What follows belongs to an exercise in optimizing a design on an open flow for small area; a production flow would make more cautious choices. Function was checked by simulation only, so behaviour that the tests miss may differ from the original. No activity file was given, so power comes from the tool's default toggle rates.

==> flow/design.v (excerpt) <==
module axi_to_apb_bridge (
    input  logic        clk,
    input  logic        rst_n,
    input  logic [31:0] awaddr,
    input  logic        awvalid,
    output logic        awready,
    input  logic [31:0] wdata,
    input  logic        wvalid,
    output logic        wready,
    output logic        bvalid,
    input  logic        bready,
    output logic        PSEL,
    output logic        PENABLE,
    output logic        PWRITE,
    output logic [31:0] PADDR,
    output logic [31:0] PWDATA
);
For scale: about 240 cells after synthesis, about 70 flip-flops, about 140 I/O pins, about 2800 um^2 of cells after synthesis.
export LEC_CHECK = 0
export ABC_AREA = 1
export CAP_MARGIN = 20
export CORE_MARGIN = 2
export CORE_UTILIZATION = 65
export SLEW_MARGIN = 20
create_clock -name core_clock -period 5.0 [get_ports {clk}]
standard.sh (not shown) runs the stock make flow with config.mk's settings and CLKGATE_MAP_FILE= SYNTH_SCRIPT=/design/flow/synth_recipe.tcl, a recipe that flattens the netlist after the stock synthesis.
==> flow/flow/run.sh <==
#!/bin/bash
# Own flow: the standard layout (standard.sh, unchanged synthesis), with
# the port buffers made of the smallest buffer (buf_1) instead of the
# resizer's default choice, and a clock tree of small clock buffers without
# dummy loads. Each tool's output goes to a log in this folder (and ORFS's
# own per-step logs under orfs/logs).
set -euo pipefail
cd "$(dirname "$0")/.."

export BUFFER_PORTS_ARGS="-buffer_cell sky130_fd_sc_hd__buf_1"
export CTS_ARGS="-sink_clustering_enable -repair_clock_nets -dont_use_dummy_load -buf_list {sky130_fd_sc_hd__clkbuf_8} -root_buf sky130_fd_sc_hd__clkbuf_4 -sink_clustering_size 16"

bash standard.sh finish > standard_flow.log 2>&1
The first run went through all stages and came out clean.
Change:
--- a/flow/flow/run.sh
+++ b/flow/flow/run.sh
@@ -9,5 +9,5 @@
 
 export BUFFER_PORTS_ARGS="-buffer_cell sky130_fd_sc_hd__buf_1"
-export CTS_ARGS="-sink_clustering_enable -repair_clock_nets -dont_use_dummy_load -buf_list {sky130_fd_sc_hd__clkbuf_8} -root_buf sky130_fd_sc_hd__clkbuf_4 -sink_clustering_size 16"
+export CTS_ARGS="-sink_clustering_enable -repair_clock_nets -dont_use_dummy_load -buf_list {sky130_fd_sc_hd__clkbuf_8} -root_buf sky130_fd_sc_hd__clkbuf_8 -sink_clustering_size 24"
 
 bash standard.sh finish > standard_flow.log 2>&1
The changed run completed without violations.
Design area climbs by 1.7%.
Routed wire length rises by 0.58%.
Utilization grows by 1.4 points.
Sequential power is about the same.
Worst setup slack is worse by 0.013 ns.
Global-route usage came out lower by 0.21 points.
Hold slack gains 0.061 ns.
Change:
--- a/flow/flow/run.sh
+++ b/flow/flow/run.sh
@@ -9,5 +9,5 @@
 
 export BUFFER_PORTS_ARGS="-buffer_cell sky130_fd_sc_hd__buf_1"
-export CTS_ARGS="-sink_clustering_enable -repair_clock_nets -dont_use_dummy_load -buf_list {sky130_fd_sc_hd__clkbuf_8} -root_buf sky130_fd_sc_hd__clkbuf_8 -sink_clustering_size 24"
+export CTS_ARGS="-sink_clustering_enable -repair_clock_nets -dont_use_dummy_load -buf_list {sky130_fd_sc_hd__clkbuf_4 sky130_fd_sc_hd__clkbuf_8} -root_buf sky130_fd_sc_hd__clkbuf_4 -sink_clustering_size 35 -sink_clustering_max_diameter 200"
 
 bash standard.sh finish > standard_flow.log 2>&1
Synthesized area stays the same. Final cell count does not change. Design area goes down slightly. Count of clock-buffer cells in the layout stays the same. Worst setup slack gains 0.013 ns. Via count hardly moves. Routed wire length goes down slightly. Synthesized cell count stays the same. Combinational power is about the same. Utilization goes down by 1.4 points. Clock power goes down by a quarter to a third.
Change:
--- a/flow/flow/run.sh
+++ b/flow/flow/run.sh
@@ -9,5 +9,5 @@
 
 export BUFFER_PORTS_ARGS="-buffer_cell sky130_fd_sc_hd__buf_1"
-export CTS_ARGS="-sink_clustering_enable -repair_clock_nets -dont_use_dummy_load -buf_list {sky130_fd_sc_hd__clkbuf_4 sky130_fd_sc_hd__clkbuf_8} -root_buf sky130_fd_sc_hd__clkbuf_4 -sink_clustering_size 35 -sink_clustering_max_diameter 200"
+export CTS_ARGS="-sink_clustering_enable -repair_clock_nets -dont_use_dummy_load -buf_list {sky130_fd_sc_hd__clkbuf_4 sky130_fd_sc_hd__clkbuf_8} -root_buf sky130_fd_sc_hd__clkbuf_4 -sink_clustering_size 24 -sink_clustering_max_diameter 100"
 
 bash standard.sh finish > standard_flow.log 2>&1
What happened: The changed run went through all stages and came out clean. Register-to-register slack stays flat. Count of clock-buffer cells in the layout stays the same. Clock power is about the same. Global-route usage is unchanged. Sequential share of layout area does not change.
Change:
--- a/flow/flow/run.sh
+++ b/flow/flow/run.sh
@@ -9,5 +9,5 @@
 
 export BUFFER_PORTS_ARGS="-buffer_cell sky130_fd_sc_hd__buf_1"
-export CTS_ARGS="-sink_clustering_enable -repair_clock_nets -dont_use_dummy_load -buf_list {sky130_fd_sc_hd__clkbuf_4 sky130_fd_sc_hd__clkbuf_8} -root_buf sky130_fd_sc_hd__clkbuf_4 -sink_clustering_size 24 -sink_clustering_max_diameter 100"
+export CTS_ARGS="-sink_clustering_enable -repair_clock_nets -dont_use_dummy_load -buf_list {sky130_fd_sc_hd__clkbuf_4 sky130_fd_sc_hd__clkbuf_8} -root_buf sky130_fd_sc_hd__clkbuf_4 -sink_clustering_size 10"
 
 bash standard.sh finish > standard_flow.log 2>&1
Outcome: The new run produced a clean layout. Worst setup slack stays the same. Power does not change. Via count does not change. Sequential power is about the same. Hold slack stays the same. Critical path depth does not change. Sequential cell count is unchanged. Cell area stays the same. Routed wire length is unchanged.


== amber ==
axi_to_apb_bridge, a different RTL version from the one above (not shown whole).
Size in the first run: about 190 cells after synthesis, ~70 flip-flops, roughly 140 I/O pins, roughly 0.0025 mm² of cells after synthesis.
Settings: LEC_CHECK=0, CAP_MARGIN=20, CORE_MARGIN=2, CORE_UTILIZATION=65, SLEW_MARGIN=20, SYNTH_HIERARCHICAL=1, SYNTH_MINIMUM_KEEP_SIZE=0; clock period 5.0 ns.
==> flow/flow/run.sh <==
#!/bin/bash
# Own flow: the standard layout (standard.sh, unchanged synthesis), with
# the port buffers made of the smallest buffer (buf_1) instead of the
# resizer's default choice, and a clock tree of small clock buffers without
# dummy loads. Each tool's output goes to a log in this folder (and ORFS's
# own per-step logs under orfs/logs).
set -euo pipefail
cd "$(dirname "$0")/.."

export BUFFER_PORTS_ARGS="-buffer_cell sky130_fd_sc_hd__buf_1"
export CTS_ARGS="-sink_clustering_enable -repair_clock_nets -dont_use_dummy_load -buf_list {sky130_fd_sc_hd__clkbuf_1} -root_buf sky130_fd_sc_hd__clkbuf_4 -tree_buf sky130_fd_sc_hd__clkbuf_1"

bash standard.sh finish > standard_flow.log 2>&1
amber | stages: all done | timing, DRC, antenna: all pass
> inputs changed (amber -> raven)
-- flow/flow/run.sh --
<<< amber, line 9

export BUFFER_PORTS_ARGS="-buffer_cell sky130_fd_sc_hd__buf_1"
export CTS_ARGS="-sink_clustering_enable -repair_clock_nets -dont_use_dummy_load -buf_list {sky130_fd_sc_hd__clkbuf_1} -root_buf sky130_fd_sc_hd__clkbuf_4 -tree_buf sky130_fd_sc_hd__clkbuf_1"

bash standard.sh finish > standard_flow.log 2>&1
>>> raven, line 9

export BUFFER_PORTS_ARGS="-buffer_cell sky130_fd_sc_hd__buf_1"
export RECOVER_POWER=100
export CTS_ARGS="-sink_clustering_enable -repair_clock_nets -dont_use_dummy_load -buf_list {sky130_fd_sc_hd__clkbuf_4 sky130_fd_sc_hd__clkbuf_8} -root_buf sky130_fd_sc_hd__clkbuf_4 -sink_clustering_size 10"

bash standard.sh finish > standard_flow.log 2>&1
### Flow results
- Completing all stages was not enough for raven: its layout failed the final checks because of max-capacitance violations, max-slew violations.
- Highest clock rate shrinks slightly when moving from amber to raven.
- amber → raven: total power stayed essentially flat, via count stayed essentially flat.
### raven -> indigo
-- flow/flow/run.sh --
<<< raven, line 9

export BUFFER_PORTS_ARGS="-buffer_cell sky130_fd_sc_hd__buf_1"
export RECOVER_POWER=100
export CTS_ARGS="-sink_clustering_enable -repair_clock_nets -dont_use_dummy_load -buf_list {sky130_fd_sc_hd__clkbuf_4 sky130_fd_sc_hd__clkbuf_8} -root_buf sky130_fd_sc_hd__clkbuf_4 -sink_clustering_size 10"

bash standard.sh finish > standard_flow.log 2>&1
>>> indigo, line 9

export BUFFER_PORTS_ARGS="-buffer_cell sky130_fd_sc_hd__buf_1"
export CTS_ARGS="-sink_clustering_enable -repair_clock_nets -dont_use_dummy_load -buf_list {sky130_fd_sc_hd__clkbuf_2} -root_buf sky130_fd_sc_hd__clkbuf_4"

bash standard.sh finish > standard_flow.log 2>&1
--- outcome ---
indigo: no failed stages, no open violations at the end. Compared indigo against raven; final-layout worst hold slack within noise. Compared raven against indigo; power in the clock group within noise. For synthesized area, raven and indigo come out practically identical.
[inputs] violet vs indigo
-- flow/flow/run.sh --
<<< indigo, line 9

export BUFFER_PORTS_ARGS="-buffer_cell sky130_fd_sc_hd__buf_1"
export CTS_ARGS="-sink_clustering_enable -repair_clock_nets -dont_use_dummy_load -buf_list {sky130_fd_sc_hd__clkbuf_2} -root_buf sky130_fd_sc_hd__clkbuf_4"

bash standard.sh finish > standard_flow.log 2>&1
>>> violet, line 9

export BUFFER_PORTS_ARGS="-buffer_cell sky130_fd_sc_hd__buf_1"
export CTS_ARGS="-sink_clustering_enable -repair_clock_nets -dont_use_dummy_load -buf_list {sky130_fd_sc_hd__clkbuf_2} -root_buf sky130_fd_sc_hd__clkbuf_4 -tree_buf sky130_fd_sc_hd__clkbuf_2"

bash standard.sh finish > standard_flow.log 2>&1
indigo -> violet: final cell count flat. Total wire length: indigo vs violet identical. There was hardly any difference in via count between indigo and violet. Compared with indigo, in violet critical path depth about even; global placement routability congestion has remained practically unchanged. Re area added between synthesis and finish: no difference whatsoever between violet and indigo. Compared violet against indigo; shortest clock period the worst path allows after layout within noise. Reported for violet and indigo, maximum operating frequency turned out identical to the last digit. Summary of violet over indigo: utilization after layout held steady, layout multi-input combinational cell count held steady. Width of the chip across violet and indigo: no real change.
The inputs of pepper differ from those of violet as listed below.
-- flow/flow/run.sh --
<<< violet, line 9

export BUFFER_PORTS_ARGS="-buffer_cell sky130_fd_sc_hd__buf_1"
export CTS_ARGS="-sink_clustering_enable -repair_clock_nets -dont_use_dummy_load -buf_list {sky130_fd_sc_hd__clkbuf_2} -root_buf sky130_fd_sc_hd__clkbuf_4 -tree_buf sky130_fd_sc_hd__clkbuf_2"

bash standard.sh finish > standard_flow.log 2>&1
>>> pepper, line 9

export BUFFER_PORTS_ARGS="-buffer_cell sky130_fd_sc_hd__buf_1"
export CTS_ARGS="-sink_clustering_enable -repair_clock_nets -dont_use_dummy_load -buf_list {sky130_fd_sc_hd__clkbuf_1} -root_buf sky130_fd_sc_hd__clkbuf_4"

bash standard.sh finish > standard_flow.log 2>&1
==> summary.txt <==
- Post-placement worst setup slack came out exactly the same in violet and pepper.
- Post-synthesis cell area came out exactly the same in violet and pepper.
- From violet to pepper the numbers moved as follows: non-clock inverter instance count of the final layout saw little to no change; wire length of the first global-routing pass neither gained nor lost much; clock network fraction of total power essentially unchanged.
- The wire length of pepper and that of violet are within noise of each other.
- Comparing violet against pepper, there is no change at all in shortest period the worst path allows.
- Per the comparison of pepper with violet, total of flip-flops plus latches after synthesis saw little to no change; part of the power in combinational logic comparable; layout filler cell count neither gained nor lost much.
- pepper: full flow OK, the timing, DRC and antenna checks passed
## Diff of input files: delta against pepper
-- flow/flow/run.sh --
<<< pepper, line 9

export BUFFER_PORTS_ARGS="-buffer_cell sky130_fd_sc_hd__buf_1"
export CTS_ARGS="-sink_clustering_enable -repair_clock_nets -dont_use_dummy_load -buf_list {sky130_fd_sc_hd__clkbuf_1} -root_buf sky130_fd_sc_hd__clkbuf_4"

bash standard.sh finish > standard_flow.log 2>&1
>>> delta, line 9

export BUFFER_PORTS_ARGS="-buffer_cell sky130_fd_sc_hd__buf_1"
export CTS_ARGS="-sink_clustering_enable -repair_clock_nets -dont_use_dummy_load -buf_list {sky130_fd_sc_hd__clkbuf_4 sky130_fd_sc_hd__clkbuf_8} -root_buf sky130_fd_sc_hd__clkbuf_4 -sink_clustering_size 10"

bash standard.sh finish > standard_flow.log 2>&1
Notes after the runs:
- delta -> pepper: tap cell count delta 0, exact match
- Diff pepper -> delta: number of buffers on the longest clock path comparable, wire length after detailed routing ~0 delta, worst setup slack after placement about even.
- Between delta and pepper, the difference in post-route total power is negligible.
- Going from pepper to delta, sequential share of power flat, arrival time at the worst endpoint flat, total of clock buffers placed in the layout flat.

[re-timing with driven ports]
In the flow no input, the clock included, has a driving cell. The finished layouts below were timed again as built, in two steps. Step 1: set_driving_cell puts a clkbuf_16 on clk and a buf_2 on each other input, an assumption about the parent block. Step 2 adds t to the input delays and takes it off the output delays; t is the mean of the earliest and latest rising clock arrival at the registers after step 1. Input paths then give back, and output paths get back, about the clock's delay inside the block. Slacks: ideal / step 1 / step 2; pairs: ideal / step 1.
run	shift t [ns]	slack for setup (ns)	worst setup path after step 2
the first run of note 1	0.418	1.357 / 1.357 / 1.357	register to register
the second run of note 1	0.363	1.344 / 1.344 / 1.344	register to register
the third run of note 1	0.418	1.357 / 1.357 / 1.357	register to register
the fourth run of note 1	0.418	1.357 / 1.357 / 1.357	register to register
the fifth run of note 1	0.418	1.357 / 1.357 / 1.357	register to register
amber	0.411	1.094 / 1.094 / 1.094	register to register
raven	0.412	1.080 / 1.080 / 1.080	register to register
indigo	0.411	1.094 / 1.094 / 1.094	register to register
violet	0.411	1.094 / 1.094 / 1.094	register to register
pepper	0.411	1.094 / 1.094 / 1.094	register to register
delta	0.411	1.094 / 1.094 / 1.094	register to register
